This design comes from an exercise in tuning for small area and a short achievable clock period on the open sky130 flow, not from production work.
RTL that was checked went through simulation tests only; none was proved equivalent to the original.
Function not checked in run 3: the RTL went through the layout flow alone.
No activity file was given, so power comes from the tool's default toggle rates.

`design/flow/design.v`:
```
`default_nettype none
module as2650(
	input clk,
	input rst,
	input [7:0] bus_in,
	output [7:0] bus_out,
	output le_lo,
	output le_hi,
	output OEb,
	output WEb,
	output bus_dir,
	output IOC,
	output IOD,
	input [6:0] irqs,
	output flag,
	input sense,
	output [7:0] ext_io_addr,
	output io_bus_cyc,
	output io_bus_we,
	output [7:0] io_bus_out,
	input [7:0] io_bus_in,
	output [7:0] debug_psl,
	output [7:0] debug_psu,
	output [32:0] la_data_out,
	input wb_hidden_rom_enable,
	output reg cpu_hidden_rom_enable,
	output WE_ram
);
localparam FETCH = 0;
localparam PARAM1 = 1;
localparam PARAM2 = 2;
localparam DATA1 = 3;
localparam IO1 = 4;
localparam IO2 = 5;
localparam INVALID = 6;
localparam HALT = 7;
localparam EXT_IO1 = 8;
localparam EXT_IO2 = 9;
localparam EXT_IO3 = 10;
localparam EXT_IO4 = 11;
localparam INTERRUPT_ACTION1 = 12;
reg trap;
reg [2:0] irq_num;
reg [7:0] r0, r1, r2, r3, r5, r6, r7;
reg [7:0] psu;
reg [7:0] psl;
assign debug_psu = psu;
assign debug_psl = psl;
assign flag = psu[6];
reg [15:0] stack [15:0];
reg [12:0] PC;
reg [2:0] page_reg;
reg [11:0] ivectors_base;
reg [15:0] last_addr;
reg [3:0] cycle;
reg [7:0] insin;
reg [15:0] instruction_args_latch;
reg extend;
reg [1:0] warmup;
reg halted;
wire warm = warmup != 2'b00;
wire reset = rst || warm;
reg indirect_cyc;
reg [1:0] indexed_cyc;
reg relative_cyc;
reg [2:0] chirp_ptr;
wire [3:0] sp = psu[3:0];
wire [3:0] sp_m1 = sp - 4'd1;
wire [3:0] sp_p1 = sp + 4'd1;
wire [15:0] TOS = stack[sp_m1];
wire [7:0] r1_v = psl[4] ? r5 : r1;
wire [7:0] r2_v = psl[4] ? r6 : r2;
wire [7:0] r3_v = psl[4] ? r7 : r3;
assign la_data_out = {halted, r3_v, r2_v, r1_v, r0};
function [7:0] rd;
	input [1:0] a;
	begin
		case(a)
			2'd1: rd = r1_v;
			2'd2: rd = r2_v;
			2'd3: rd = r3_v;
			default: rd = r0;
		endcase
	end
endfunction
wire [7:0] instruction = cycle == FETCH ? bus_in : insin;
wire is_RETURN = (instruction[7:2] == 6'b000101 || instruction[7:2] == 6'b001101) && !extend;
wire is_DAR = instruction[7:2] == 6'b100101 && !extend;
wire is_CLR = instruction[7:2] == 6'h31 && !extend;
wire is_EXT = instruction == 8'hB7 && !extend;
wire is_HALT = instruction == 8'h40 && !extend;
wire is_NOP = instruction == 8'hC0 && !extend;
wire is_XCHG = instruction == 8'h91 && !extend;
wire is_MUL = instruction == 8'h90 && !extend;
wire is_ZBR = (instruction == 8'h9B || instruction == 8'hBB) && !extend;
wire is_BXA = (instruction == 8'h9F || instruction == 8'hBF) && !extend;
wire is_LPS = instruction[7:1] == 7'h49 && !extend;
wire is_SPS = instruction[7:1] == 7'h09 && !extend;
wire is_BRANCH = instruction[4:3] == 2'b11;
wire needs_param = (instruction[3:2] == 2'b01 || instruction[3:2] == 2'b10) && !is_RETURN && !is_DAR && !is_CLR && !is_EXT && !extend;
wire needs_2_param = instruction[3:2] == 2'b11 || (extend && instruction[3:2] == 2'b10);
wire is_indexed = ((instruction[3:2] == 2'b11 && instruction_args_latch[14:13] != 2'b00) && !is_BRANCH && !indirect_cyc && !extend) || (extend && (instruction[7:2] == 6'h03 || instruction[7:2] == 6'h33));
wire is_indirect_pre = (instruction[3:2] == 2'b10 || instruction[3:2] == 2'b11) && !indirect_cyc && !extend;
wire is_indirect_p1 = bus_in[7] && is_indirect_pre;
wire is_indirect_p2 = instruction_args_latch[15] && is_indirect_pre;
wire is_store = (instruction[7:4] == 4'hC && !is_NOP && !extend) || (instruction[7:3] == 5'h19 && extend);
wire is_COM = instruction[7:4] == 4'hE && !extend;
wire is_ALU_op = !instruction[4] && !is_store && !is_HALT && !is_COM && (!extend || instruction[3] == 1);
wire is_immediate = instruction[3:2] == 2'b01;
wire is_zero_reg = instruction[3:2] == 2'b00;
wire is_add_sub = instruction[7:5] == 3'h4 || instruction[7:5] == 3'h5;
wire is_relative = instruction[3:2] == 2'b10;
wire is_PUSH = instruction == 8'h10 && !extend;
wire is_POP = instruction == 8'h11 && !extend;
wire is_TPS = instruction[7:1] == 7'h5A && !extend;
wire is_CPS = instruction[7:1] == 7'h3A && !extend;
wire is_PPS = instruction[7:1] == 7'h3B && !extend;
wire is_RRR = instruction[7:2] == 6'h14 && !extend;
wire is_RRL = instruction[7:2] == 6'h34 && !extend;
wire is_TMI = instruction[7:2] == 6'h3D && !extend;
wire is_IO_READ = (instruction[7:2] == 6'h0C || instruction[7:2] == 6'h1C) && !extend;
wire is_IO_WRITE = (instruction[7:2] == 6'h2C || instruction[7:2] == 6'h3C) && !extend;
wire is_CPL = instruction[7:2] == 6'h38 && extend;
wire is_PSHS = instruction == 8'h10 && extend;
wire is_POPS = instruction == 8'h11 && extend;
wire is_SVB = instruction == 8'h12 && extend;
wire is_CHRP = instruction == 8'h13 && extend;
wire is_EXT_IO = (instruction[7:2] == 6'h15 || instruction[7:2] == 6'h35) && !extend;
wire is_TRAP = instruction == 8'h90 && extend;
wire is_CLRT = instruction == 8'h91 && extend;
wire is_LIR = instruction == 8'h92 && extend;
wire is_SIR = instruction == 8'h93 && extend;
wire [2:0] instr_reg_a = {psl[4], instruction[1:0]};
wire [7:0] instr_reg_v = rd(instruction[1:0]);
wire is_store_q = (insin[7:4] == 4'hC && insin != 8'hC0 && !extend) || (insin[7:3] == 5'h19 && extend);
wire is_IO_READ_q = (insin[7:2] == 6'h0C || insin[7:2] == 6'h1C) && !extend;
wire is_IO_WRITE_q = (insin[7:2] == 6'h2C || insin[7:2] == 6'h3C) && !extend;
wire [7:0] instr_reg_v_q = rd(insin[1:0]);
wire [12:0] PC_p1 = PC + 13'd1;
wire q_RETURN = (insin[7:2] == 6'b000101 || insin[7:2] == 6'b001101) && !extend;
wire q_DAR = insin[7:2] == 6'b100101 && !extend;
wire q_CLR = insin[7:2] == 6'h31 && !extend;
wire q_EXT = insin == 8'hB7 && !extend;
wire q_HALT = insin == 8'h40 && !extend;
wire q_NOP = insin == 8'hC0 && !extend;
wire q_XCHG = insin == 8'h91 && !extend;
wire q_MUL = insin == 8'h90 && !extend;
wire q_ZBR = (insin == 8'h9B || insin == 8'hBB) && !extend;
wire q_BXA = (insin == 8'h9F || insin == 8'hBF) && !extend;
wire q_LPS = insin[7:1] == 7'h49 && !extend;
wire q_SPS = insin[7:1] == 7'h09 && !extend;
wire q_BRANCH = insin[4:3] == 2'b11;
wire q_needs_param = (insin[3:2] == 2'b01 || insin[3:2] == 2'b10) && !q_RETURN && !q_DAR && !q_CLR && !q_EXT && !extend;
wire q_needs_2_param = insin[3:2] == 2'b11 || (extend && insin[3:2] == 2'b10);
wire q_indexed = ((insin[3:2] == 2'b11 && instruction_args_latch[14:13] != 2'b00) && !q_BRANCH && !indirect_cyc && !extend) || (extend && (insin[7:2] == 6'h03 || insin[7:2] == 6'h33));
wire q_indirect_pre = (insin[3:2] == 2'b10 || insin[3:2] == 2'b11) && !indirect_cyc && !extend;
wire q_indirect_p1 = bus_in[7] && q_indirect_pre;
wire q_indirect_p2 = instruction_args_latch[15] && q_indirect_pre;
wire q_store = (insin[7:4] == 4'hC && !q_NOP && !extend) || (insin[7:3] == 5'h19 && extend);
wire q_COM = insin[7:4] == 4'hE && !extend;
wire q_ALU_op = !insin[4] && !q_store && !q_HALT && !q_COM && (!extend || insin[3] == 1);
wire q_immediate = insin[3:2] == 2'b01;
wire q_zero_reg = insin[3:2] == 2'b00;
wire q_add_sub = insin[7:5] == 3'h4 || insin[7:5] == 3'h5;
wire q_relative = insin[3:2] == 2'b10;
wire q_PUSH = insin == 8'h10 && !extend;
wire q_POP = insin == 8'h11 && !extend;
wire q_TPS = insin[7:1] == 7'h5A && !extend;
wire q_CPS = insin[7:1] == 7'h3A && !extend;
wire q_PPS = insin[7:1] == 7'h3B && !extend;
wire q_RRR = insin[7:2] == 6'h14 && !extend;
wire q_RRL = insin[7:2] == 6'h34 && !extend;
wire q_TMI = insin[7:2] == 6'h3D && !extend;
wire q_IO_READ = (insin[7:2] == 6'h0C || insin[7:2] == 6'h1C) && !extend;
wire q_IO_WRITE = (insin[7:2] == 6'h2C || insin[7:2] == 6'h3C) && !extend;
wire q_CPL = insin[7:2] == 6'h38 && extend;
wire q_PSHS = insin == 8'h10 && extend;
wire q_POPS = insin == 8'h11 && extend;
wire q_SVB = insin == 8'h12 && extend;
wire q_CHRP = insin == 8'h13 && extend;
wire q_EXT_IO = (insin[7:2] == 6'h15 || insin[7:2] == 6'h35) && !extend;
wire q_TRAP = insin == 8'h90 && extend;
wire q_CLRT = insin == 8'h91 && extend;
wire q_LIR = insin == 8'h92 && extend;
wire q_SIR = insin == 8'h93 && extend;
wire q_CC_BRANCH = insin[7:4] == 4'h1 || insin[7:4] == 4'h3 || insin[7:4] == 4'h9 || insin[7:4] == 4'hB;
wire q_REG_BRANCH = !q_CC_BRANCH;
wire q_BRANCH_SUB = insin[7:4] != 4'hF && insin[5:4] == 2'b11;
wire [2:0] instr_reg_a_q = {psl[4], insin[1:0]};
wire [12:0] PC_p2 = PC + 13'd2;
wire [12:0] PC_p3 = PC + 13'd3;
wire [12:0] PC_p23 = needs_2_param ? PC_p3 : PC_p2;
wire [7:0] rel_lo = {1'b0, PC_p1[6:0]} + {1'b0, bus_in[6:0]};
wire [5:0] rel_hi_p1 = PC_p1[12:7] + 6'd1;
wire [5:0] rel_hi_m1 = PC_p1[12:7] - 6'd1;
wire [5:0] rel_hi = rel_lo[7] == bus_in[6] ? PC_p1[12:7] : (rel_lo[7] ? rel_hi_p1 : rel_hi_m1);
wire [12:0] relative_eff_address_pre = {rel_hi, rel_lo[6:0]};
wire [15:0] relative_eff_address = {page_reg, relative_eff_address_pre};
wire is_CC_BRANCH = instruction[7:4] == 4'h1 || instruction[7:4] == 4'h3 || instruction[7:4] == 4'h9 || instruction[7:4] == 4'hB;
wire is_REG_BRANCH = !is_CC_BRANCH;
wire is_BRANCH_SUB = instruction[7:4] != 4'hF && instruction[5:4] == 2'b11;
wire [7:0] reg_plus_1 = instr_reg_v + 8'd1;
wire [7:0] reg_minus_1 = instr_reg_v - 8'd1;
wire bcr_nonzero = instruction[7:4] == 4'hD ? instr_reg_v != 8'hFF : (instruction[7:4] == 4'hF ? instr_reg_v != 8'h01 : instr_reg_v != 8'h00);
wire should_branch = (is_CC_BRANCH && instruction[7] && psl[7:6] != instruction[1:0]) || (is_CC_BRANCH && !instruction[7] && instruction[1:0] == 2'b11) || (is_CC_BRANCH && !instruction[7] && psl[7:6] == instruction[1:0] || (is_REG_BRANCH && bcr_nonzero)) || is_ZBR || is_BXA;
wire [15:0] zbr_target = {(bus_in[6] ? 10'b0000000111 : 10'h000), bus_in[5:0]};
wire is_interrupt_cycle = cycle == INTERRUPT_ACTION1;
wire is_data_fetch_cycle = relative_cyc || indirect_cyc || cycle == DATA1 || is_interrupt_cycle;
wire is_instr_fetch_cycle = (cycle == FETCH || cycle == PARAM1 || cycle == PARAM2) && !is_data_fetch_cycle;
wire indexed_data1 = indexed_cyc != 2'b00 && cycle == DATA1;
wire IO_cyc = cycle == IO1 || cycle == IO2;
reg [15:0] requested_addr;
wire hit = last_addr == requested_addr;
wire hi_eq = requested_addr[15:8] == last_addr[15:8];
wire lo_eq = requested_addr[7:0] == last_addr[7:0];
wire mem_cyc = (is_instr_fetch_cycle || is_data_fetch_cycle) && !IO_cyc;
wire le_lo_act = mem_cyc && !lo_eq && hi_eq;
wire le_hi_act = mem_cyc && !hi_eq;
assign le_lo = le_lo_act && !rst;
assign le_hi = le_hi_act && !rst;
wire write_cyc = (cycle == DATA1 || (cycle == PARAM1 && relative_cyc)) && is_store_q;
wire [7:0] alu_instr_reg_q = indexed_data1 ? r0 : instr_reg_v_q;
assign OEb = (!(((is_instr_fetch_cycle || is_data_fetch_cycle) && hit) || (IO_cyc && is_IO_READ_q)) || write_cyc) || rst;
assign WE_ram = (write_cyc && hit) && !rst;
wire WEb_run = !(write_cyc || (is_IO_WRITE_q && cycle == IO1)) || (!hit && !IO_cyc);
assign WEb = WEb_run || rst;
assign bus_out = is_IO_WRITE_q && IO_cyc ? instr_reg_v_q : (le_lo_act ? requested_addr[7:0] : (le_hi_act ? requested_addr[15:8] : alu_instr_reg_q));
assign bus_dir = (!(!WEb_run || le_lo_act || le_hi_act || (is_IO_WRITE_q && IO_cyc))) || rst;
assign IOC = IO_cyc && !insin[6];
assign io_bus_cyc = cycle == EXT_IO3 || cycle == EXT_IO4;
assign io_bus_we = insin[7];
assign io_bus_out = instr_reg_v_q;
assign ext_io_addr = instruction_args_latch[15:8];
assign IOD = IO_cyc && insin[6];
reg [15:0] mul_res;
function [1:0] fadd;
	input x, y, z;
	begin
		fadd = {(x & y) | (x & z) | (y & z), x ^ y ^ z};
	end
endfunction
integer mi, mj;
reg [7:0] ms, mc;
reg [1:0] mt;
always @(*) begin
	for(mj = 0; mj < 8; mj = mj + 1) begin
		ms[mj] = r0[mj] & r1_v[0];
		mc[mj] = 1'b0;
	end
	mul_res[0] = ms[0];
	for(mi = 1; mi < 8; mi = mi + 1) begin
		for(mj = 0; mj < 8; mj = mj + 1) begin
			mt = fadd(r0[mj] & r1_v[mi], mj < 7 ? ms[mj + 1] : 1'b0, mc[mj]);
			ms[mj] = mt[0];
			mc[mj] = mt[1];
		end
		mul_res[mi] = ms[0];
	end
	mul_res[15:8] = {1'b0, ms[7:1]} + mc;
end
wire [7:0] rrr = psl[3] ? {psl[0], instr_reg_v[7:1]} : {instr_reg_v[0], instr_reg_v[7:1]};
wire [7:0] rrl = psl[3] ? {instr_reg_v[6:0], psl[0]} : {instr_reg_v[6:0], instr_reg_v[7]};
wire [7:0] alu_instr_reg = indexed_data1 ? r0 : instr_reg_v;
wire [7:0] alu_input1 = is_zero_reg ? r0 : alu_instr_reg;
wire [7:0] alu_input2 = is_zero_reg ? instr_reg_v : bus_in;
wire [2:0] alu_op = instruction[7:5];
wire alu_inv = alu_op != 3'd4;
wire alu_cin = alu_op == 3'd4 ? (psl[3] && psl[0]) : (alu_op == 3'd5 ? (!psl[3] || psl[0]) : 1'b0);
wire [8:0] alu_sum = {1'b0, alu_input1} + {1'b0, alu_inv ? ~alu_input2 : alu_input2} + {8'h00, alu_cin};
reg [8:0] alu_next;
always @(*) begin
	case(alu_op)
		1: alu_next = {psl[0], alu_input1 ^ alu_input2};
		2: alu_next = {psl[0], alu_input1 & alu_input2};
		3: alu_next = {psl[0], alu_input1 | alu_input2};
		4: alu_next = alu_sum;
		5: alu_next = alu_sum;
		default: alu_next = {psl[0], alu_input2};
	endcase
end
wire next_idc = alu_next[4] != alu_input1[4] ^ (alu_op == 5 ? ~alu_input2[4] : alu_input2[4]);
wire next_ovf = alu_input1[7] == alu_input2[7] && alu_next[7] != alu_input1[7];
wire cmp_eq = alu_input1 == alu_input2;
wire cmp_gt = alu_sum[8];
wire [1:0] cmp_cc = cmp_eq ? 2'b00 : ((psl[1] || alu_input1[7] == alu_input2[7]) ? (cmp_gt ? 2'b01 : 2'b10) : (alu_input1[7] ? 2'b10 : 2'b01));
function [1:0] cc_of;
	input [7:0] v;
	begin
		cc_of = v[7] ? 2'b10 : (v != 8'h00 ? 2'b01 : 2'b00);
	end
endfunction
wire [55:0] chirp_tab = {7'd10, 7'd13, 7'h21, 7'h70, 7'h72, 7'h69, 7'h68, 7'h43};
wire [6:0] chirpchar = chirp_tab[{chirp_ptr, 3'b000} - {3'b000, chirp_ptr} +: 7];
wire [7:0] irqs_all = {irqs[6], irqs[5], irqs[4], trap, irqs[3], irqs[2], irqs[1], irqs[0]};
wire [2:0] irq_enc = irqs_all[7] ? 3'h7 : (irqs_all[6] ? 3'h6 : (irqs_all[5] ? 3'h5 : (irqs_all[4] ? 3'h4 : (irqs_all[3] ? 3'h3 : (irqs_all[2] ? 3'h2 : (irqs_all[1] ? 3'h1 : 3'h0))))));
localparam WB_ALU = 4'd0, WB_REG = 4'd1, WB_INC = 4'd2, WB_DEC = 4'd3, WB_NOT = 4'd4, WB_CHRP = 4'd5, WB_ZERO = 4'd6, WB_R0 = 4'd7,
	WB_DAR = 4'd8, WB_RRR = 4'd9, WB_RRL = 4'd10, WB_PSL = 4'd11, WB_PSU = 4'd12, WB_BUS = 4'd13, WB_IO = 4'd14;
localparam PCS_HOLD = 3'd0, PCS_P1 = 3'd1, PCS_P23 = 3'd2, PCS_REL = 3'd3, PCS_ZBR = 3'd4, PCS_ABS = 3'd5, PCS_TOS = 3'd6;
localparam ITS_HOLD = 3'd0, ITS_ZBR = 3'd1, ITS_REL = 3'd2, ITS_IND2 = 3'd3, ITS_INT = 3'd4;
localparam A_HOLD = 2'd0, A_BUS = 2'd1, A_REG = 2'd2;
localparam ST_PC = 2'd0, ST_R10 = 2'd1, ST_PS = 2'd2;
localparam PR_MUL = 2'd0, PR_XCHG = 2'd1, PR_TOS = 2'd2;
localparam INS_HOLD = 3'd0, INS_BUS = 3'd1, INS_0C = 3'd2, INS_CC = 3'd3, INS_3F = 3'd4;
localparam ALL_FIELDS = 2'd0, ALL_TOS = 2'd1, ALL_R0 = 2'd2, ALL_CP = 2'd3;
localparam CC_HOLD = 3'd0, CC_CMP = 3'd1, CC_WB = 3'd2, CC_MUL = 3'd3, CC_01 = 3'd4, CC_TPS = 3'd5, CC_TMI = 3'd6;
localparam F_HOLD = 2'd0, F_ALU = 2'd1, F_RRR = 2'd2, F_RRL = 2'd3;
localparam SP_HOLD = 2'd0, SP_INC = 2'd1, SP_DEC = 2'd2;
localparam II_HOLD = 2'd0, II_CLR = 2'd1, II_SET = 2'd2;
wire [3:0] bcr_sel = instruction[7:4] == 4'hD ? WB_INC : (instruction[7:4] == 4'hF ? WB_DEC : WB_REG);
wire [3:0] bcr_sel_q = insin[7:4] == 4'hD ? WB_INC : (insin[7:4] == 4'hF ? WB_DEC : WB_REG);
reg trap_n;
reg [2:0] irq_num_n;
reg [11:0] ivb_n;
reg [3:0] cycle_n;
reg extend_n, halted_n, ind_n, rel_n;
reg [1:0] idx_n;
reg [2:0] chirp_n;
reg chre_n;
reg wb_en;
reg [2:0] wb_a;
reg [3:0] wb_sel;
reg pr_en;
reg [1:0] pr_sel;
reg st_en;
reg [1:0] st_sel;
reg [2:0] pc_sel, it_sel, ins_sel, cc_sel;
reg [1:0] ah_sel, al_sel, psl_all, psu_all, c_sel, idc_sel, sp_sel, ii_sel;
reg ovf_sel, cp_set;
always @(*) begin
	trap_n = trap;
	irq_num_n = irq_num;
	ivb_n = ivectors_base;
	cycle_n = cycle;
	extend_n = extend;
	halted_n = halted;
	ind_n = indirect_cyc;
	rel_n = relative_cyc;
	idx_n = indexed_cyc;
	chirp_n = chirp_ptr;
	chre_n = cpu_hidden_rom_enable;
	wb_en = 1'b0;
	wb_a = instr_reg_a;
	wb_sel = WB_ALU;
	pr_en = 1'b0;
	pr_sel = PR_MUL;
	st_en = 1'b0;
	st_sel = ST_PC;
	pc_sel = PCS_HOLD;
	it_sel = ITS_HOLD;
	ins_sel = INS_HOLD;
	ah_sel = A_HOLD;
	al_sel = A_HOLD;
	psl_all = ALL_FIELDS;
	psu_all = ALL_FIELDS;
	cc_sel = CC_HOLD;
	c_sel = F_HOLD;
	idc_sel = F_HOLD;
	ovf_sel = 1'b0;
	sp_sel = SP_HOLD;
	ii_sel = II_HOLD;
	cp_set = 1'b0;
	case(cycle)
	FETCH: begin
		ind_n = 1'b0;
		rel_n = 1'b0;
		idx_n = 2'b00;
		if(hit) begin
			pc_sel = PCS_P1;
			ins_sel = INS_BUS;
			if(is_LIR) begin
				ah_sel = A_REG;
				al_sel = A_REG;
				cycle_n = DATA1;
				extend_n = 1'b0;
				ins_sel = INS_0C;
			end else if(is_SIR) begin
				ah_sel = A_REG;
				al_sel = A_REG;
				cycle_n = DATA1;
				extend_n = 1'b0;
				ins_sel = INS_CC;
			end else if(needs_param || needs_2_param) begin
				if(is_BRANCH && !should_branch) begin
					pc_sel = PCS_P23;
					cycle_n = FETCH;
					if(is_REG_BRANCH) begin
						wb_en = 1'b1;
						wb_sel = bcr_sel;
					end
				end else cycle_n = PARAM1;
			end else begin
				if(is_HALT) halted_n = 1'b1;
				extend_n = is_EXT;
				if(is_CPL) begin
					wb_en = 1'b1;
					wb_sel = WB_NOT;
				end
				if(is_TRAP) trap_n = 1'b1;
				if(is_CLRT) trap_n = 1'b0;
				if(is_XCHG) begin
					pr_en = 1'b1;
					pr_sel = PR_XCHG;
				end
				if(is_PUSH) begin
					st_en = 1'b1;
					st_sel = ST_R10;
					sp_sel = SP_INC;
				end
				if(is_POP) begin
					pr_en = 1'b1;
					pr_sel = PR_TOS;
					sp_sel = SP_DEC;
				end
				if(is_PSHS) begin
					st_en = 1'b1;
					st_sel = ST_PS;
					sp_sel = SP_INC;
				end
				if(is_POPS) begin
					psl_all = ALL_TOS;
					psu_all = ALL_TOS;
				end
				if(is_SVB) ivb_n = {r1_v, r0[7:4]};
				if(is_CHRP) begin
					wb_en = 1'b1;
					wb_a = 3'b000;
					wb_sel = WB_CHRP;
					chirp_n = chirp_ptr + 3'd1;
					cc_sel = CC_01;
				end
				if(is_CLR) begin
					wb_en = 1'b1;
					wb_sel = WB_ZERO;
				end
				if(is_RETURN) begin
					if(instruction[1:0] == 2'b11 || instruction[1:0] == psl[7:6]) begin
						pc_sel = PCS_TOS;
						sp_sel = SP_DEC;
						if(instruction[5]) ii_sel = II_CLR;
					end
				end
				if(is_MUL) begin
					pr_en = 1'b1;
					pr_sel = PR_MUL;
					cc_sel = CC_MUL;
				end
				if(is_COM && is_zero_reg) begin
					cc_sel = CC_CMP;
				end else if(is_ALU_op && is_zero_reg) begin
					wb_en = 1'b1;
					wb_a = 3'b000;
					wb_sel = WB_ALU;
					c_sel = F_ALU;
					cc_sel = CC_WB;
					if(is_add_sub) begin
						idc_sel = F_ALU;
						ovf_sel = 1'b1;
					end
				end else if(is_store && !is_NOP && is_zero_reg) begin
					wb_en = 1'b1;
					wb_sel = WB_R0;
					cc_sel = CC_WB;
				end
				if(is_DAR) begin
					wb_en = 1'b1;
					wb_sel = WB_DAR;
				end
				if(is_RRR) begin
					if(psl[3]) begin
						c_sel = F_RRR;
						idc_sel = F_RRR;
					end
					cc_sel = CC_WB;
					wb_en = 1'b1;
					wb_sel = WB_RRR;
				end
				if(is_RRL) begin
					if(psl[3]) begin
						c_sel = F_RRL;
						idc_sel = F_RRL;
					end
					cc_sel = CC_WB;
					wb_en = 1'b1;
					wb_sel = WB_RRL;
				end
				if(is_LPS) begin
					if(instruction[0]) psl_all = ALL_R0;
					else psu_all = ALL_R0;
				end
				if(is_SPS) begin
					wb_en = 1'b1;
					wb_a = 3'b000;
					wb_sel = instruction[0] ? WB_PSL : WB_PSU;
					cc_sel = CC_WB;
				end
				cycle_n = is_HALT ? HALT : (is_IO_READ || is_IO_WRITE ? IO1 : FETCH);
			end
		end
	end
	PARAM1: begin
		if(hit) begin
			if(is_instr_fetch_cycle) pc_sel = PCS_P1;
			if(q_immediate || relative_cyc) begin
				if(q_store) begin
				end else if(q_ALU_op) begin
					wb_en = 1'b1;
					wb_sel = WB_ALU;
					c_sel = F_ALU;
					cc_sel = CC_WB;
					if(q_add_sub) begin
						idc_sel = F_ALU;
						ovf_sel = 1'b1;
					end
				end else begin
					if(q_TPS) cc_sel = CC_TPS;
					if(q_CPS) begin
						cp_set = 1'b0;
						if(insin[0]) psl_all = ALL_CP;
						else psu_all = ALL_CP;
					end
					if(q_PPS) begin
						cp_set = 1'b1;
						if(insin[0]) psl_all = ALL_CP;
						else psu_all = ALL_CP;
					end
					if(q_COM) cc_sel = CC_CMP;
					if(q_TMI) cc_sel = CC_TMI;
				end
				cycle_n = q_EXT_IO ? EXT_IO1 : FETCH;
				extend_n = 1'b0;
				rel_n = 1'b0;
			end else if(q_needs_2_param || indirect_cyc) begin
				cycle_n = PARAM2;
			end else if(q_relative && q_indirect_p1) begin
				it_sel = q_ZBR ? ITS_ZBR : ITS_REL;
				ind_n = 1'b1;
			end else if(q_relative && !q_indirect_p1) begin
				if(q_BRANCH) begin
					if(q_BRANCH_SUB) begin
						st_en = 1'b1;
						sp_sel = SP_INC;
					end
					pc_sel = q_ZBR ? PCS_ZBR : PCS_REL;
					if(q_REG_BRANCH) begin
						wb_en = 1'b1;
						wb_sel = bcr_sel_q;
					end
					extend_n = 1'b0;
					cycle_n = FETCH;
				end else begin
					rel_n = 1'b1;
					it_sel = ITS_REL;
				end
			end
			ah_sel = A_BUS;
		end
	end
	PARAM2: begin
		if(hit) begin
			if(is_instr_fetch_cycle) pc_sel = PCS_P1;
			if(!indirect_cyc && instruction_args_latch[14:13] != 2'b00 && !q_BRANCH) begin
				idx_n = q_indexed ? instruction_args_latch[14:13] : 2'b00;
				if(q_indexed && instruction_args_latch[14:13] != 2'b11 && !extend) begin
					wb_en = 1'b1;
					wb_sel = instruction_args_latch[14:13] == 2'b01 ? WB_INC : WB_DEC;
				end
			end
			if(q_indirect_p2 && !indirect_cyc) begin
				ind_n = 1'b1;
				it_sel = ITS_IND2;
				cycle_n = PARAM1;
			end else if(q_BRANCH) begin
				if(insin == 8'h1F) chre_n = 1'b0;
				if(q_BRANCH_SUB) begin
					st_en = 1'b1;
					sp_sel = SP_INC;
				end
				pc_sel = PCS_ABS;
				if(q_REG_BRANCH) begin
					wb_en = 1'b1;
					wb_sel = bcr_sel_q;
				end
				cycle_n = FETCH;
				extend_n = 1'b0;
			end else cycle_n = DATA1;
			al_sel = A_BUS;
		end
	end
	DATA1: begin
		if(hit) begin
			ind_n = 1'b0;
			idx_n = 2'b00;
			if(q_store) begin
			end else if(q_COM) begin
				cc_sel = CC_CMP;
			end else if(q_ALU_op) begin
				wb_en = 1'b1;
				wb_a = indexed_data1 ? 3'b000 : instr_reg_a_q;
				wb_sel = WB_ALU;
				c_sel = F_ALU;
				cc_sel = CC_WB;
				if(q_add_sub) begin
					idc_sel = F_ALU;
					ovf_sel = 1'b1;
				end
			end
			cycle_n = FETCH;
			extend_n = 1'b0;
		end
	end
	IO1: begin
		cycle_n = IO2;
	end
	IO2: begin
		if(q_IO_READ) begin
			wb_en = 1'b1;
			wb_sel = WB_BUS;
			cc_sel = CC_WB;
		end
		cycle_n = FETCH;
	end
	EXT_IO1: begin
		cycle_n = EXT_IO2;
	end
	EXT_IO2: begin
		cycle_n = EXT_IO3;
	end
	EXT_IO3: begin
		cycle_n = EXT_IO4;
	end
	EXT_IO4: begin
		if(!insin[7]) begin
			wb_en = 1'b1;
			wb_sel = WB_IO;
			cc_sel = CC_WB;
		end
		cycle_n = FETCH;
	end
	INTERRUPT_ACTION1: begin
		ins_sel = INS_3F;
		ind_n = 1'b1;
		it_sel = ITS_INT;
		ii_sel = II_SET;
		cycle_n = PARAM1;
	end
	default: begin
	end
	endcase
	if(cycle == HALT || (cycle == FETCH && !hit)) begin
		if(irqs != 7'h00 && !psu[5]) begin
			irq_num_n = irq_enc;
			cycle_n = INTERRUPT_ACTION1;
		end
	end
end
wire [7:0] dar_res = {instr_reg_v[7:4] + (psl[0] ? 4'h0 : 4'hA), instr_reg_v[3:0] + (psl[5] ? 4'h0 : 4'hA)};
reg [7:0] wb_d;
always @(*) begin
	case(wb_sel)
		WB_REG: wb_d = instr_reg_v;
		WB_INC: wb_d = reg_plus_1;
		WB_DEC: wb_d = reg_minus_1;
		WB_NOT: wb_d = ~instr_reg_v;
		WB_CHRP: wb_d = {1'b0, chirpchar};
		WB_ZERO: wb_d = 8'h00;
		WB_R0: wb_d = r0;
		WB_DAR: wb_d = dar_res;
		WB_RRR: wb_d = rrr;
		WB_RRL: wb_d = rrl;
		WB_PSL: wb_d = psl;
		WB_PSU: wb_d = psu;
		WB_BUS: wb_d = bus_in;
		WB_IO: wb_d = io_bus_in;
		default: wb_d = alu_next[7:0];
	endcase
end
reg [15:0] pr_d;
always @(*) begin
	case(pr_sel)
		PR_XCHG: pr_d = {r0, r1_v};
		PR_TOS: pr_d = TOS;
		default: pr_d = mul_res;
	endcase
end
reg [15:0] st_d;
always @(*) begin
	case(st_sel)
		ST_R10: st_d = {r1_v, r0};
		ST_PS: st_d = {psu, psl};
		default: st_d = {page_reg, indirect_cyc ? PC : PC_p1};
	endcase
end
wire [7:0] abs_hi = indirect_cyc || extend ? instruction_args_latch[15:8] : {page_reg[2], instruction_args_latch[14:8]};
wire [7:0] abs_hi_p1 = abs_hi + 8'd1;
wire [8:0] abs_lo = {1'b0, bus_in} + {1'b0, q_BXA ? r3_v : 8'h00};
wire [15:0] abs_target = {abs_lo[8] ? abs_hi_p1 : abs_hi, abs_lo[7:0]};
reg [15:0] pcp_n;
always @(*) begin
	case(pc_sel)
		PCS_P1: pcp_n = {page_reg, PC_p1};
		PCS_P23: pcp_n = {page_reg, PC_p23};
		PCS_REL: pcp_n = relative_eff_address;
		PCS_ZBR: pcp_n = zbr_target;
		PCS_ABS: pcp_n = abs_target;
		PCS_TOS: pcp_n = TOS;
		default: pcp_n = {page_reg, PC};
	endcase
end
wire [2:0] page_n = pcp_n[15:13];
wire [12:0] PC_n = pcp_n[12:0];
wire it_step_up = cycle == PARAM1 && hit;
wire it_step_down = cycle == PARAM2 && hit;
wire [15:0] it_held = requested_addr + (it_step_down ? 16'hFFFF : {15'h0000, it_step_up});
reg [15:0] it_n;
always @(*) begin
	case(it_sel)
		ITS_ZBR: it_n = zbr_target;
		ITS_REL: it_n = relative_eff_address;
		ITS_IND2: it_n = q_BRANCH ? {page_reg[2], instruction_args_latch[14:8], bus_in} : {page_reg, instruction_args_latch[12:8], bus_in};
		ITS_INT: it_n = {ivectors_base, irq_num, 1'b0};
		default: it_n = it_held;
	endcase
end
wire [15:0] args_n = {ah_sel == A_BUS ? bus_in : (ah_sel == A_REG ? r3_v : instruction_args_latch[15:8]),
					al_sel == A_BUS ? bus_in : (al_sel == A_REG ? r2_v : instruction_args_latch[7:0])};
reg [7:0] insin_n;
always @(*) begin
	case(ins_sel)
		INS_BUS: insin_n = bus_in;
		INS_0C: insin_n = 8'h0C;
		INS_CC: insin_n = 8'hCC;
		INS_3F: insin_n = 8'h3F;
		default: insin_n = insin;
	endcase
end
wire [15:0] last_n = {le_hi_act ? requested_addr[15:8] : last_addr[15:8], le_lo_act ? requested_addr[7:0] : last_addr[7:0]};
reg [1:0] cc_n;
always @(*) begin
	case(cc_sel)
		CC_CMP: cc_n = cmp_cc;
		CC_WB: cc_n = cc_of(wb_d);
		CC_MUL: cc_n = mul_res[15] ? 2'b10 : ((r0 != 8'h00 && r1_v != 8'h00) ? 2'b01 : 2'b00);
		CC_01: cc_n = 2'b01;
		CC_TPS: cc_n = (((insin[0] ? psl : psu) & bus_in) == bus_in) ? 2'b00 : 2'b01;
		CC_TMI: cc_n = ((instr_reg_v_q & bus_in) == instr_reg_v_q) ? 2'b00 : 2'b01;
		default: cc_n = psl[7:6];
	endcase
end
reg c_n, idc_n;
always @(*) begin
	case(c_sel)
		F_ALU: c_n = alu_next[8];
		F_RRR: c_n = instr_reg_v[0];
		F_RRL: c_n = instr_reg_v[7];
		default: c_n = psl[0];
	endcase
	case(idc_sel)
		F_ALU: idc_n = next_idc;
		F_RRR: idc_n = instr_reg_v[6];
		F_RRL: idc_n = instr_reg_v[4];
		default: idc_n = psl[5];
	endcase
end
wire ovf_n = ovf_sel ? next_ovf : psl[2];
wire [3:0] sp_n = sp_sel == SP_INC ? sp_p1 : (sp_sel == SP_DEC ? sp_m1 : sp);
wire ii_n = ii_sel == II_CLR ? 1'b0 : (ii_sel == II_SET ? 1'b1 : psu[5]);
reg [7:0] psl_n, psu_n;
always @(*) begin
	case(psl_all)
		ALL_TOS: psl_n = TOS[7:0];
		ALL_R0: psl_n = r0;
		ALL_CP: psl_n = cp_set ? (psl | bus_in) : (psl & ~bus_in);
		default: psl_n = {cc_n, idc_n, psl[4:3], ovf_n, psl[1], c_n};
	endcase
	case(psu_all)
		ALL_TOS: psu_n = {TOS[15:12], sp_m1};
		ALL_R0: psu_n = r0;
		ALL_CP: psu_n = cp_set ? (psu | bus_in) : (psu & ~bus_in);
		default: psu_n = {sense, psu[6], ii_n, psu[4], sp_n};
	endcase
end
wire fetch_n = (cycle_n == FETCH || cycle_n == PARAM1 || cycle_n == PARAM2) && !(rel_n || ind_n);
wire [7:0] index_n = (cycle == PARAM2 && !indirect_cyc && !extend && instruction_args_latch[14:13] == 2'b01) ? instr_reg_v_q + 8'd1 :
					((cycle == PARAM2 && !indirect_cyc && !extend && instruction_args_latch[14:13] == 2'b10) ? instr_reg_v_q - 8'd1 : instr_reg_v_q);
wire [7:0] d1_hi = indirect_cyc || extend ? instruction_args_latch[15:8] : {page_reg, instruction_args_latch[12:8]};
wire [7:0] d1_hi_p1 = d1_hi + 8'd1;
wire [8:0] d1_lo = {1'b0, bus_in} + {1'b0, idx_n != 2'b00 ? index_n : 8'h00};
wire [15:0] d1_addr = cycle == PARAM2 ? {d1_lo[8] ? d1_hi_p1 : d1_hi, d1_lo[7:0]} :
					(cycle == FETCH ? {page_reg, r3_v[4:0], r2_v} : requested_addr);
wire [15:0] req_n = cycle_n == DATA1 ? d1_addr : (fetch_n ? pcp_n : ((ind_n || rel_n) ? it_n : 16'h0000));
always @(posedge clk) begin
	if(reset) begin
		requested_addr <= 16'h0000;
		psl <= 8'h00;
		psu <= 8'h20;  
		cycle <= (rst || warmup[1]) ? INVALID : FETCH;
		last_addr <= 16'hAAAA;
		insin <= 8'h00;
		PC <= 13'h0000;
		extend <= 1'b0;
		warmup <= rst ? 2'b11 : warmup - 2'd1;
		halted <= 1'b0;
		indirect_cyc <= 1'b0;
		relative_cyc <= 1'b0;
		indexed_cyc <= 2'b00;
		page_reg <= 3'b000;
		ivectors_base <= 12'h000;
		chirp_ptr <= 3'b000;
		trap <= 1'b0;
		cpu_hidden_rom_enable <= wb_hidden_rom_enable;
	end else begin
		trap <= trap_n;
		requested_addr <= req_n;
		irq_num <= irq_num_n;
		psu <= psu_n;
		psl <= psl_n;
		PC <= PC_n;
		page_reg <= page_n;
		ivectors_base <= ivb_n;
		last_addr <= last_n;
		cycle <= cycle_n;
		insin <= insin_n;
		extend <= extend_n;
		halted <= halted_n;
		indirect_cyc <= ind_n;
		relative_cyc <= rel_n;
		indexed_cyc <= idx_n;
		chirp_ptr <= chirp_n;
		cpu_hidden_rom_enable <= chre_n;
	end
end
always @(posedge clk) begin
	if(!reset && st_en) stack[sp] <= st_d;
end
wire [7:0] wd_lo = (pr_en ? pr_d[7:0] : wb_d) & {8{!reset}};
wire [7:0] wd_hi = (pr_en ? pr_d[15:8] : wb_d) & {8{!reset}};
wire [7:0] wd = wb_d & {8{!reset}};
wire wr_any = wb_en && !pr_en;
always @(posedge clk) begin
	if(reset || pr_en || (wr_any && wb_a[1:0] == 2'd0)) r0 <= wd_lo;
	if(reset || (pr_en && !psl[4]) || (wr_any && wb_a == 3'd1)) r1 <= wd_hi;
	if(reset || (pr_en && psl[4]) || (wr_any && wb_a == 3'd5)) r5 <= wd_hi;
	if(reset || (wr_any && wb_a == 3'd2)) r2 <= wd;
	if(reset || (wr_any && wb_a == 3'd3)) r3 <= wd;
	if(reset || (wr_any && wb_a == 3'd6)) r6 <= wd;
	if(reset || (wr_any && wb_a == 3'd7)) r7 <= wd;
end
always @(posedge clk) begin
	instruction_args_latch <= args_n;
end
endmodule
```
`design/flow/flow/run.sh`:
```
#!/bin/bash
# The standard layout (standard.sh: the standard flow's own synthesis and ORFS flow) with two changes:
# - the input and output ports are buffered with sky130_fd_sc_hd__buf_2 cells instead of
#   the cell buffer_ports picks by default;
# - ORFS's repair_timing steps aim for 8.5 ns of setup slack rather than 0, so that they size
#   up the slowest paths; the clock and constraints are the design's.
# Make's full output goes to flow_make.log here; ORFS's own logs are under orfs/logs.
set -euo pipefail
export BUFFER_PORTS_ARGS="-buffer_cell sky130_fd_sc_hd__buf_2"
export SETUP_SLACK_MARGIN=8.5
export TNS_END_PERCENT=5
bash standard.sh finish > flow_make.log 2>&1
```
`design/flow/standard.sh`:
```
#!/bin/bash
# synth_recipe.tcl (not shown) runs the flow's synth.tcl, then flattens the netlist and writes it again
# the make line also repeats each setting of config.mk as NAME=value (left out here)
make -C /OpenROAD-flow-scripts/flow DESIGN_CONFIG=/design/flow/config.mk WORK_HOME=/design/flow/orfs CLKGATE_MAP_FILE= SYNTH_SCRIPT=/design/flow/synth_recipe.tcl "${@:-finish}"
```
`design/flow/config.mk`:
```
export PLATFORM = sky130hd
export DESIGN_NAME = as2650
export DESIGN_NICKNAME = as2650
export VERILOG_FILES = /design/flow/design.v
export SDC_FILE = /design/flow/constraint.sdc
export NUM_CORES = 4
export LEC_CHECK = 0
export CAP_MARGIN = 20
export CORE_MARGIN = 2
export CORE_UTILIZATION = 40
export CTS_BUF_LIST = sky130_fd_sc_hd__clkbuf_8
export SLEW_MARGIN = 20
```
`design/flow/constraint.sdc`:
```
create_clock -name core_clock -period 16.0 [get_ports {clk}]
set_input_delay 3.2000 -clock core_clock [delete_from_list [all_inputs] [get_ports {clk}]]
set_output_delay 3.2000 -clock core_clock [all_outputs]
set_load 0.01 [all_outputs]
```
==> results.json, run 1 <==
{
  "num-nets-final": 3458,
  "pre_cts_ws_ns": 7.19,
  "dp.final_hpwl_um": 84700,
  "fmax_ghz": 0.132,
  "top_register": "stack",
  "dieArea_um2": 79200,
  "crit_fanout": 21,
  "mappedNetlistNets": 3384,
  "numCtsBuffers": 73,
  "design_area_um2": 34400,
  "fin_ws_ns": 8.42,
  "postSynthCellCount": 3179,
  "cp-endpoint": "r2[6]$_DFFE_PP_",
  "stdcell_count": 4338,
  "fin_util_pct": 45.3,
  "grt_pass1_wl_um": 175000,
  "r2r_start": "psl[4]$_SDFFE_PN0N_",
  "min_period_ns": 7.58,
  "dpl.cell_count": 4186,
  "die_y_um": 281,
  "clkSlewWorstSetupHoldPaths_ns": 0.06,
  "vias_per_cell": 6.36,
  "worstMarginPinSlew_ns": 1.06,
  "synth_ff_type": "edfxtp_1",
  "portBuffers": 111,
  "slew_viol_final": 0,
  "cts_buffer_depth": 3,
  "cp.required_ns": 16.41,
  "pin_count": 112,
  "wl_um": 120000,
  "ff2ff_setup_slack_ns": 8.83,
  "postCtsHoldBufs": 0,
  "synth_top_family_by_area": "compound AO/OA/AOI/OAI gates",
  "synth_area_um2": 30800,
  "postRouteAntennaNets": 0,
  "ir_drop_mv": 0.0665,
  "finalSetupTns_ns": 0,
  "root_buffer": "clkbuf_8",
  "largestRegisters": "stack x256, last_addr x16, requested_addr x16",
  "core_um2": 76100,
  "placed_cell_area_um2": 32500,
  "die_w_um": 281,
  "start_kind": "input pin",
  "synthArstFlopShare_pct": 0,
  "synthSimpleGateAreaFrac_pct": 16.0,
  "outcome": "timing/DRC/antenna clean",
  "fp-row-count": 101,
  "firstDrtPassIters": 9,
  "vias": 27600,
  "cts_tree": "yes",
  "fin_skew_ns": 0.0375,
  "maxCapViolCount": 0,
  "r2r_end": "psl[6]$_SDFFE_PN0P_",
  "muxShareOfSynthArea_pct": 11.0,
  "drive_above_1_share_pct": 17.2,
  "drt-wirelength-per-cell_um": 27.8,
  "clock_sinks": 424,
  "start_util_pct": 40.4,
  "worstRegToRegCells": 20,
  "crit_start": "bus_in[2]",
  "hp-class": "flop to flop",
  "fin_crit_sh_pct": 47.4,
  "rsz0062_at_grt": "true",
  "drt_iter0_markers": 3692,
  "synth-xor-area-share_pct": 3.73,
  "drc_errors": 0,
  "grt_remaining_overflow": 0,
  "yosysSeqAreaShare_pct": 38.2,
  "grt_usage_pct": 29.8,
  "worstSetupPathType": "input pin to flop",
  "setup_viol": 0,
  "crit_arrival_ns": 7.99,
  "end_kind": "flop",
  "ys_warn_count": 1,
  "antenna_found_initial": 4,
  "hold_violations": 0,
  "synth_fa_ha_area_share_pct": 8.46,
  "largest_reg_flops": 256,
  "clk_latency_ns": 0.70,
  "synth.distinct_cells": 102,
  "synth-seq-cells": 424,
  "slew_headroom_pct": 27.3,
  "synth_compound_area_share_pct": 17.7,
  "place_congestion": 1.03,
  "ctsHtreeMaxLevel": 3,
  "synthToLayoutAreaGrowth_pct": 11.9,
  "grt_pass1_vias": 25900,
  "p_per_area_nw_per_um2": 69.3,
  "power_leakage_uw": 0.0120,
  "grt_max_degree": 73,
  "avgSynthCellArea_um2": 9.68,
  "synth_edf_count": 326
}
==> layout make-up <==
class | count | area [µm²]
antenna | 7 | 17.5
clock buffer | 76 | 1050
clock inverter | 47 | 382
fill | 7371 | 41600
inverter | 158 | 601
multi-input combinational | 2374 | 17900
sequential | 424 | 11800
tap | 1030 | 1290
timing repair buffer | 222 | 1410
==> synthesized netlist by cell type, types with 7 or more instances <==
cell	number	area share (%)
buf_6	7	0.26
dfxtp_1	98	6.4
buf_2	13	0.21
nor4_1	31	0.63
and3_1	23	0.47
a311oi_1	8	0.23
nand3_1	64	1.0
a221oi_1	51	1.5
mux2_2	40	1.5
mux4_2	84	6.1
a222oi_1	11	0.36
and2_1	80	1.6
a31oi_1	36	0.73
o2111ai_1	12	0.34
o31ai_1	14	0.34
nor2_1	276	3.4
o211ai_1	25	0.61
buf_1	23	0.28
nor3_1	72	1.2
o221ai_1	13	0.37
nand4_1	17	0.35
xnor2_1	93	2.6
o21bai_1	20	0.49
fa_1	50	3.3
nor3b_1	9	0.22
inv_1	154	1.9
or3_1	15	0.30
o21ai_1	8	0.13
nand2_1	293	3.6
or2_2	9	0.18
o21a_1	16	0.39
nand2b_1	33	0.67
mux2i_1	90	2.9
o22ai_1	21	0.43
xor2_1	38	1.1
nor2b_1	43	0.87
o21ai_0	189	3.1
a22oi_1	44	1.1
a22o_1	12	0.34
edfxtp_1	326	32
ha_1	128	5.2
a21o_1	18	0.44
a211oi_1	33	0.81
clkbuf_1	177	2.2
a21oi_1	213	3.5
==> report_power, final <==
part           switching, µW  internal [µW]
registers               4.46           1180
logic                    142           62.2
clock network            483            516
total                    629           1760
==> routing by layer <==
layer  global-route usage [%]  up-vias  share of wire (%)
met1                     39.5    13400                 39
met2                     45.8     1801                 43
met5                        0        -              0.015
li1                         -    12000                  -
met3                     6.93      414                 11
met4                     15.2        2                5.7
==> how the worst min path moves through the flow <==
stage                               from                        end  slack, ns  cells past startpoint
2_1_floorplan        halted$_SDFFE_PN0P_        halted$_SDFFE_PN0P_       0.44                      2
3_3_place_gp   last_addr[0]$_SDFFE_PN0P_  last_addr[0]$_SDFFE_PN0P_       0.46                      2
3_5_place_dp   last_addr[4]$_SDFFE_PN0P_  last_addr[4]$_SDFFE_PN0P_       0.46                      2
4_1_cts        last_addr[4]$_SDFFE_PN0P_  last_addr[4]$_SDFFE_PN0P_       0.47                      2
5_1_grt        last_addr[4]$_SDFFE_PN0P_  last_addr[4]$_SDFFE_PN0P_       0.49                      2
6_report       last_addr[4]$_SDFFE_PN0P_  last_addr[4]$_SDFFE_PN0P_       0.47                      2
==> placed cells by master (no fill, tap or decap), types with 13 or more instances in the layout <==
cell        n
a211oi_1   31
a21o_1     17
a21oi_1   197
a21oi_2    16
a221oi_1   51
a22oi_1    43
a31oi_1    35
and2_1     79
and3_1     23
buf_2     110
buf_4     105
clkbuf_8   76
dfxtp_1    96
edfxtp_1  326
fa_1       50
ha_1      120
inv_1     172
mux2_2     38
mux2i_1    86
mux4_2     84
nand2_1   291
nand2b_1   33
nand3_1    64
nand4_1    17
nor2_1    259
nor2_2     18
nor2b_1    41
nor3_1     62
nor4_1     29
o211ai_1   25
o21a_1     16
o21ai_0   183
o21bai_1   20
o221ai_1   13
o22ai_1    21
o31ai_1    14
or3_1      15
xnor2_1    91
xor2_1     38
==> kinds of logic after synthesis <==
| logic type | after synthesis |
|---|---|
| adder cells (fa/ha/maj) | 178 |
| AO/OA/AOI/OAI | 828 |
| AND/OR/NAND/NOR | 1013 |
| flip-flops | 424 |
| buffers and inverters | 382 |
| multiplexers | 223 |
| XOR/XNOR | 131 |
==> per-stage QoR <==
| stage | total power (µW) | hold slack, ns |
|---|---|---|
| 2_1_floorplan | 1320 | 0.442 |
| 3_3_place_gp | 1390 | 0.459 |
| 3_5_place_dp | 1390 | 0.461 |
| 4_1_cts | 2380 | 0.469 |
| 5_1_grt | 2450 | 0.491 |
| 6_report | 2390 | 0.469 |
==> worst max-delay path, cell delays in order <==
cell and delay [ns]:
buf_2 0.09, buf_6 0.25, mux2i_1 0.18, inv_1 0.13, ha_1 0.21, or4bb_1 0.54
or3b_2 0.46, o2111ai_1 0.17, o31ai_4 0.20, a31oi_1 0.32, nor2_2 0.11, a21oi_1 0.16
buf_4 0.29, nand2_1 0.23, o311ai_0 0.69, o21ai_2 0.19, nor2_1 0.53
==> timing repair <==
| action | in CTS | in global routing |
|---|---|---|
| cloned | 0 | 1 |
| setup endpoints to repair | 336 | 384 |
| buffers inserted | 2 | 19 |
| pin swaps | 0 | 4 |
| gates resized for setup | 25 | 53 |
==> run 2: changes to the inputs <==
==> design/flow/flow/run.sh (replaced) <==
#!/bin/bash
# The standard layout (standard.sh: the standard flow's own synthesis and ORFS flow) with two changes:
# - the input and output ports are buffered with sky130_fd_sc_hd__buf_2 cells instead of
#   the cell buffer_ports picks by default;
# - ORFS's repair_timing steps aim for 9 ns of setup slack rather than 0, so that they size
#   up the slowest paths; the clock and constraints are the design's.
# Make's full output goes to flow_make.log here; ORFS's own logs are under orfs/logs.
set -euo pipefail
export BUFFER_PORTS_ARGS="-buffer_cell sky130_fd_sc_hd__buf_2"
export SETUP_SLACK_MARGIN=9
export TNS_END_PERCENT=5
bash standard.sh finish > flow_make.log 2>&1
==> run 2 against run 1 <==
Still clean. Total power up 1.8%. Critical path depth down 13. Sequential cell count unchanged. Die area unchanged. Non-clock buffer count up 35. Clock skew up 0.0095 ns. First-iteration DRC count up 6.0%. Setup slack better by 0.50 ns. Sequential share of layout area down 0.92 points. Critical endpoint is now OEb. Largest power group unchanged. Highest routed layer unchanged.
==> results.json, run 2 <==
{
  "largestRegisters": "stack x256, last_addr x16, requested_addr x16",
  "met1_length_um": 48800,
  "slew_viol_final": 0,
  "hp-class": "flop to flop",
  "postSynthCellCount": 3179,
  "synth_area_um2": 30800,
  "crit_arrival_ns": 3.87,
  "wl_met2_um": 51900,
  "maxCapViolCount": 0,
  "fin_skew_ns": 0.0470,
  "dieArea_um2": 79200,
  "wl_um": 124000,
  "yosys.area.top_type": "edfxtp_1",
  "grt_max_degree": 67,
  "p_per_area_nw_per_um2": 68.6,
  "design_area_um2": 35400,
  "placed_cell_area_um2": 32700,
  "drive_above_1_share_pct": 20.6,
  "root_buffer": "clkbuf_8",
  "die_w_um": 281,
  "start_util_pct": 40.4,
  "ys_warn_count": 1,
  "layout_commonest_cell": "edfxtp_1",
  "core_um2": 76100,
  "clock_sinks": 424,
  "cts_buffer_depth": 3,
  "pre_cts_ws_ns": 7.10,
  "vias_per_cell": 6.38,
  "final_cell_mix": "edfxtp_1 (326), nand2_1 (288), nor2_1 (257)",
  "synth.top_cell.area_share_pct": 31.8,
  "end_kind": "output pin",
  "die_y_um": 281,
  "synth_ff_type": "edfxtp_1",
  "setup_viol": 0,
  "cts_tree": "yes",
  "post-synth-top-count-cell": "edfxtp_1",
  "dr_wl_met3_um": 16900,
  "total_power_uw": 2430,
  "fin_ws_ns": 8.93,
  "mappedNetlistNets": 3384,
  "clkSlewWorstSetupHoldPaths_ns": 0.05,
  "synth.distinct_cells": 102,
  "ctsHtreeMaxLevel": 3,
  "largest_reg_flops": 256,
  "synth-seq-cells": 424,
  "grt_remaining_overflow": 0,
  "outcome": "timing/DRC/antenna clean",
  "finalSetupTns_ns": 0,
  "synthArstFlopShare_pct": 0,
  "firstDrtPassIters": 10,
  "worstMarginPinSlew_ns": 1.06,
  "worstSetupPathType": "input pin to output pin",
  "drt-wirelength-per-cell_um": 28.3,
  "power_leakage_uw": 0.0123,
  "rsz0062_at_grt": "true",
  "synthTopCellsByCount": "edfxtp_1 (326), nand2_1 (293), nor2_1 (276), a21oi_1 (213), o21ai_0 (189)",
  "start_kind": "input pin",
  "antenna_found_initial": 3,
  "crit_fanout": 7,
  "grt_pass1_vias": 25900,
  "cp.required_ns": 12.80,
  "vias": 28000,
  "drt_iter0_markers": 3912,
  "pin_count": 112,
  "maxUsedRoutingLayer": "met5",
  "slew_headroom_pct": 27.5,
  "fmax_ghz": 0.141,
  "grt_usage_pct": 30.7,
  "synthTopCellsByArea": "edfxtp_1 (32%), dfxtp_1 (6.4%), mux4_2 (6.1%), ha_1 (5.2%), nand2_1 (3.6%)",
  "avgSynthCellArea_um2": 9.68,
  "fp-row-count": 101,
  "top_register": "stack",
  "fin_crit_sh_pct": 44.2,
  "synth_edf_count": 326,
  "place_congestion": 1.03,
  "synthToLayoutAreaGrowth_pct": 15.1,
  "grt_pass1_wl_um": 179000,
  "final.fill_count": 7238,
  "yosysSeqAreaShare_pct": 38.2,
  "min_period_ns": 7.07,
  "num-nets-final": 3493,
  "drc_errors": 0,
  "ir_drop_mv": 0.0695,
  "whs_ns": 0.477,
  "clk_latency_ns": 0.71,
  "hold_violations": 0,
  "dp.final_hpwl_um": 84800,
  "postRouteAntennaNets": 0,
  "portBuffers": 111,
  "numCtsBuffers": 74
}
run 2: final cells by class:
type | count | area [µm²] | share of cell area, %
multi-input cells | 2373 | 18400 | 52.0
clock buffers | 79 | 1090 | 3.07
flip-flops and latches | 424 | 11800 | 33.2
diodes | 6 | 15.0 | 0.0424
repair buffers | 257 | 1840 | 5.19
clock inverters | 56 | 395 | 1.12
well taps | 1030 | 1290 | 3.64
inverters | 158 | 607 | 1.71
run 2: path summary, 6_finish.rpt:
check | from | end | slack, ns | cells after the start
max reg2reg | psl[4]$_SDFFE_PN0N_ | psl[6]$_SDFFE_PN0P_ | 9.15 | 23
min | last_addr[6]$_SDFFE_PN0P_ | last_addr[6]$_SDFFE_PN0P_ | 0.48 | 2
min reg2reg | last_addr[6]$_SDFFE_PN0P_ | last_addr[6]$_SDFFE_PN0P_ | 0.48 | 2
max | rst | OEb | 8.93 | 4
run 2: worst max-delay path, stage by stage:
cell and delay [ns]:
buf_2 0.17, inv_2 0.13, nand3_1 0.16, buf_2 0.20
run 2: report_power, final:
part / internal, µW / switching [µW]
sequential: 1180 / 4.45
clock: 520 / 504
combinational: 70.1 / 152
run 2: kinds of logic (layout without fill, tap and decap cells):
group / after synthesis / after routing / share of synthesized area, %
other cells: 0 / 6 / 0
compound gates: 828 / 828 / 17.7
buf+inv: 382 / 550 / 4.95
fa+ha+maj: 178 / 178 / 8.46
xor+xnor: 131 / 131 / 3.73
flops: 424 / 424 / 38.2
mux: 223 / 223 / 11.0
simple gates: 1013 / 1013 / 16.0
run 2: layer usage:
metal	vias up	track usage, %
li1	12000	-
met1	13500	41.8
met2	1947	44.3
met3	425	9.56
met4	2	14.2
met5	-	0
run 2: per-stage QoR:
stage | utilization, % | cells
2_1_floorplan | - | 3179
3_3_place_gp | 42.9 | 4184
3_5_place_dp | 43.0 | 4189
4_1_cts | 45.8 | 4343
5_1_grt | 46.5 | 4379
6_report | 46.6 | 4383
run 2: what timing repair did:
action                     CTS  global route
setup endpoints to repair  418           409
buffers inserted            18            32
hold buffers                 0             0
gates resized for setup    105            74
hold endpoints to repair     0             0
pin swaps                   10            17
gates cloned                 1             1
==> run 3: changes to the inputs <==
--- a/design/flow/design.v
+++ b/design/flow/design.v
@@ -654,26 +654,30 @@
 	end
 end
 wire [7:0] dar_res = {instr_reg_v[7:4] + (psl[0] ? 4'h0 : 4'hA), instr_reg_v[3:0] + (psl[5] ? 4'h0 : 4'hA)};
-reg [7:0] wb_d;
-always @(*) begin
-	case(wb_sel)
-		WB_REG: wb_d = instr_reg_v;
-		WB_INC: wb_d = reg_plus_1;
-		WB_DEC: wb_d = reg_minus_1;
-		WB_NOT: wb_d = ~instr_reg_v;
-		WB_CHRP: wb_d = {1'b0, chirpchar};
-		WB_ZERO: wb_d = 8'h00;
-		WB_R0: wb_d = r0;
-		WB_DAR: wb_d = dar_res;
-		WB_RRR: wb_d = rrr;
-		WB_RRL: wb_d = rrl;
-		WB_PSL: wb_d = psl;
-		WB_PSU: wb_d = psu;
-		WB_BUS: wb_d = bus_in;
-		WB_IO: wb_d = io_bus_in;
-		default: wb_d = alu_next[7:0];
-	endcase
-end
+wire c_f = cycle == FETCH;
+wire c_p1 = cycle == PARAM1;
+wire c_p2 = cycle == PARAM2;
+wire s_bcr = (c_f && is_BRANCH) || ((c_p1 || c_p2) && q_BRANCH);
+wire [3:0] bcr_op = c_f ? instruction[7:4] : insin[7:4];
+wire s_inc = (s_bcr && bcr_op == 4'hD) || (c_p2 && !q_BRANCH && instruction_args_latch[14:13] == 2'b01);
+wire s_dec = (s_bcr && bcr_op == 4'hF) || (c_p2 && !q_BRANCH && instruction_args_latch[14:13] == 2'b10);
+wire s_reg = s_bcr && bcr_op != 4'hD && bcr_op != 4'hF;
+wire s_not = c_f && is_CPL;
+wire s_chrp = c_f && is_CHRP;
+wire s_r0 = c_f && is_store && is_zero_reg;
+wire s_dar = c_f && is_DAR;
+wire s_rrr = c_f && is_RRR;
+wire s_rrl = c_f && is_RRL;
+wire s_psl = c_f && is_SPS && instruction[0];
+wire s_psu = c_f && is_SPS && !instruction[0];
+wire s_bus = cycle == IO2;
+wire s_io = cycle == EXT_IO4;
+wire s_alu = (c_f && is_ALU_op && is_zero_reg) || (c_p1 && !q_BRANCH) || cycle == DATA1;
+wire [7:0] wb_other = ({8{s_inc}} & reg_plus_1) | ({8{s_dec}} & reg_minus_1) |
+				({8{s_reg}} & instr_reg_v) | ({8{s_not}} & ~instr_reg_v) | ({8{s_chrp}} & {1'b0, chirpchar}) |
+				({8{s_r0}} & r0) | ({8{s_dar}} & dar_res) | ({8{s_rrr}} & rrr) | ({8{s_rrl}} & rrl) |
+				({8{s_psl}} & psl) | ({8{s_psu}} & psu) | ({8{s_bus}} & bus_in) | ({8{s_io}} & io_bus_in);
+wire [7:0] wb_d = wb_other | ({8{s_alu}} & alu_next[7:0]);
 reg [15:0] pr_d;
 always @(*) begin
 	case(pr_sel)
@@ -738,7 +742,7 @@
 always @(*) begin
 	case(cc_sel)
 		CC_CMP: cc_n = cmp_cc;
-		CC_WB: cc_n = cc_of(wb_d);
+		CC_WB: cc_n = s_alu ? cc_of(alu_next[7:0]) : cc_of(wb_other);
 		CC_MUL: cc_n = mul_res[15] ? 2'b10 : ((r0 != 8'h00 && r1_v != 8'h00) ? 2'b01 : 2'b00);
 		CC_01: cc_n = 2'b01;
 		CC_TPS: cc_n = (((insin[0] ? psl : psu) & bus_in) == bus_in) ? 2'b00 : 2'b01;
--- a/design/flow/config.mk
+++ b/design/flow/config.mk
@@ -8,5 +8,7 @@
 export CAP_MARGIN = 20
 export CORE_MARGIN = 2
 export CORE_UTILIZATION = 40
-export CTS_BUF_LIST = sky130_fd_sc_hd__clkbuf_8
+export CTS_BUF_LIST = sky130_fd_sc_hd__clkbuf_16
+export CTS_CLUSTER_DIAMETER = 100
+export CTS_CLUSTER_SIZE = 24
 export SLEW_MARGIN = 20
==> run 3 against run 2 <==
Total power is 14% lower. First-iteration DRC count is 1.1% higher. Cell area is 3.7% lower. Critical path type is now flop to output pin. Critical endpoint is now bus_out[2].
==> results.json, run 3 <==
{
  "yosys.area.top_type": "edfxtp_1",
  "gr-usage-met3_pct": 6.22,
  "cts_tree": "yes",
  "drc_errors": 0,
  "grt_max_degree": 64,
  "gr-usage-met2_pct": 46.3,
  "cp.required_ns": 12.80,
  "fin_crit_sh_pct": 45.1,
  "hold_violations": 0,
  "outcome": "timing/DRC/antenna clean",
  "hp-class": "flop to flop",
  "power_leakage_uw": 0.0120,
  "slew_viol_final": 0,
  "ff2ff_setup_slack_ns": 9.26,
  "drt-wirelength-per-cell_um": 29.6,
  "synthArstFlopShare_pct": 0,
  "postRouteAntennaNets": 0,
  "ir_drop_mv": 0.0697,
  "postSynthCellCount": 3137,
  "die_w_um": 280,
  "fin_skew_ns": 0.0304,
  "setup_viol": 0,
  "grt_usage_pct": 30.4,
  "ys_warn_count": 1,
  "drive_above_1_share_pct": 17.3,
  "firstDrtPassIters": 6,
  "crit_fanout": 12,
  "wl_um": 125000,
  "antenna_found_initial": 2,
  "top_register": "stack",
  "synth.top_cell.area_share_pct": 32.1,
  "finalSetupTns_ns": 0,
  "core_um2": 75700,
  "synth.distinct_cells": 90,
  "largest_reg_flops": 256,
  "final_cell_mix": "edfxtp_1 (326), nor2_1 (284), nand2_1 (236)",
  "worstRegToRegCells": 27,
  "yosysSeqAreaShare_pct": 38.5,
  "synth_area_um2": 30500,
  "synth_edf_count": 326,
  "min_period_ns": 7.21,
  "r2r_start": "psl[4]$_SDFFE_PN0N_",
  "grt_pass1_vias": 25200,
  "clk_latency_ns": 0.59,
  "start_util_pct": 40.3,
  "avgSynthCellArea_um2": 9.73,
  "cts_buffer_depth": 3,
  "hp-start": "halted$_SDFFE_PN0P_",
  "regArea_um2": 11800,
  "pin_count": 112,
  "stdcell_count": 4220,
  "holdPathEnd": "halted$_SDFFE_PN0P_",
  "clkSlewWorstSetupHoldPaths_ns": 0.10,
  "crit_start": "psl[4]$_SDFFE_PN0N_",
  "end_kind": "output pin",
  "grtUsageMet1_pct": 40.6,
  "crit_arrival_ns": 4.01,
  "place_congestion": 1.06,
  "synth-seq-cells": 424,
  "postCtsHoldBufs": 0,
  "worstMarginPinSlew_ns": 1.23,
  "multi_input_area_um2": 17800,
  "fmax_ghz": 0.139,
  "fp-row-count": 101,
  "start_kind": "flop",
  "placed_cell_area_um2": 32400,
  "synthTopCellsByCount": "edfxtp_1 (326), nor2_1 (300), nand2_1 (237), a21oi_1 (220), clkbuf_1 (175)",
  "maxCapViolCount": 0,
  "synthTopCellsByArea": "edfxtp_1 (32%), dfxtp_1 (6.4%), mux4_2 (6.3%), ha_1 (5.2%), nor2_1 (3.7%)",
  "largestRegisters": "stack x256, last_addr x16, requested_addr x16",
  "min_path_cells": 2,
  "portBuffers": 111,
  "vias_per_cell": 6.58,
  "post-synth-top-count-cell": "edfxtp_1",
  "synth_ff_type": "edfxtp_1",
  "grt_remaining_overflow": 0,
  "r2r_end": "psl[6]$_SDFFE_PN0P_",
  "slew_headroom_pct": 17.5,
  "mappedNetlistNets": 3341,
  "design_area_um2": 34100,
  "whs_ns": 0.450,
  "p_per_area_nw_per_um2": 61.1,
  "grt_pass1_wl_um": 176000,
  "ctsHtreeMaxLevel": 1,
  "rsz0062_at_grt": "true",
  "numCtsBuffers": 23,
  "die_y_um": 280,
  "final.fill_count": 7273,
  "dieArea_um2": 78500,
  "worstSetupPathType": "flop to output pin",
  "clock_sinks": 424,
  "root_buffer": "clkbuf_16",
  "grt-busiest-layer": "met2",
  "dp.final_hpwl_um": 87600,
  "synthToLayoutAreaGrowth_pct": 11.7,
  "dpl.cell_count": 4120,
  "drt_iter0_markers": 3954,
  "layout_commonest_cell": "edfxtp_1",
  "num-nets-final": 3428,
  "vias": 27800
}
[run 3: cell count changes after synthesis, sizes merged, moves of 22 or more]
| cell | delta |
|---|---|
| o21ai | -39 |
| a211oi | +27 |
| nor2 | +23 |
| nand2 | -56 |
| xor2 | +22 |
| mux2 | -22 |
| and2 | -25 |
[run 3: power by group]
| part | internal (µW) | switching [µW] | total (µW) |
|---|---|---|---|
| logic | 78.2 | 163 | 241 |
| clock network | 280 | 383 | 663 |
| registers | 1180 | 3.51 | 1180 |
| total | 1530 | 549 | 2080 |
[run 3: cell families after synthesis]
kind of cell / share of synthesized area, %
DFF: 38.5
xor gates and xnor gates: 3.98
buffers and inverters: 4.90
and+or+nand+nor: 15.8
AOI/OAI and AO/OA: 17.9
adders and majority gates: 8.55
muxes: 10.4
[run 3: metrics by stage]
| step | total power, µW | utilization [%] | setup WS, ns |
|---|---|---|---|
| after CTS | 2070 | 44.0 | 8.69 |
| final | 2080 | 45.0 | 8.79 |
| after detailed placement | 1420 | 42.8 | 7.38 |
| after floorplan | 1340 | - | 8.97 |
| after global placement | 1420 | 42.8 | 7.52 |
| after global routing | 2140 | 45.0 | 8.82 |
[run 3: what timing repair did]
item                                    in CTS  in global routing
hold endpoints to repair                     0                  0
cloned                                       0                  5
pin swaps                                    3                 12
endpoints found under the setup margin     285                568
resized for setup                           33                 76
buffers inserted                             7                 45
[run 3: layout make-up]
cell class / count / share of cell area [%]
Multi-Input combinational cell: 2332 / 52.2
Timing Repair Buffer: 279 / 5.76
Clock inverter: 17 / 0.301
Clock buffer: 24 / 1.76
Inverter: 164 / 1.84
Tap cell: 978 / 3.59
Antenna cell: 2 / 0.0147
Sequential cell: 424 / 34.5
[run 3: routing by layer]
layer | routed length [µm] | part of all wire [%]
met3 | 13600 | 11
met2 | 53700 | 43
met1 | 48700 | 39
met4 | 8670 | 6.9
met5 | 32 | 0.026
[run 3: worst max path at each step]
stage	to	slack (ns)	cells after the start
floorplan	psl[6]$_SDFFE_PN0P_	8.97	22
global placement	r6[0]$_DFFE_PP_	7.52	15
detailed placement	r6[1]$_DFFE_PP_	7.38	15
CTS	psl[6]$_SDFFE_PN0P_	8.69	20
global route	bus_out[6]	8.82	10
finish	bus_out[2]	8.79	10
[run 3: worst max-delay path: stages (launching register included)]
cell     delay, ns
dfxtp_4       0.39
buf_12        0.14
mux2i_1       0.70
inv_1         0.36
nand2_1       0.14
o21ai_0       0.09
a21oi_1       0.73
o21ai_0       0.39
mux2i_1       0.24
a21oi_1       0.09
buf_2         0.15

what the ideal ports hide:
Ports are ideal in the flow. The routed layouts listed here were re-timed in OpenROAD. Step 1, drivers: a clkbuf_16 drives clk and a buf_2 each remaining input, both assumed. Step 2 moves the port delays by t, midway between the first and last clock arrival at a register: inputs arrive t later, outputs are due t later. That takes back most of the time a late clock gives input paths. a / b / c = no drivers / after step 1 / after step 2; a / b = the first two.
run	t, ns	slack for setup (ns)	hold WS [ns]	worst setup path after step 2
run 1	0.742	8.423 / 8.411 / 7.716	0.469 / 0.469 / 0.469	input to register
run 2	0.742	8.927 / 8.898 / 8.262	0.477 / 0.477 / 0.477	input to register
run 3	0.637	8.792 / 8.732 / 8.419	0.450 / 0.450 / 0.450	input to register
After both steps setup and hold are still met in every run listed. The setup slack of run 1, which loses most, moves by -0.012 ns with the drivers and by -0.707 ns with both steps.
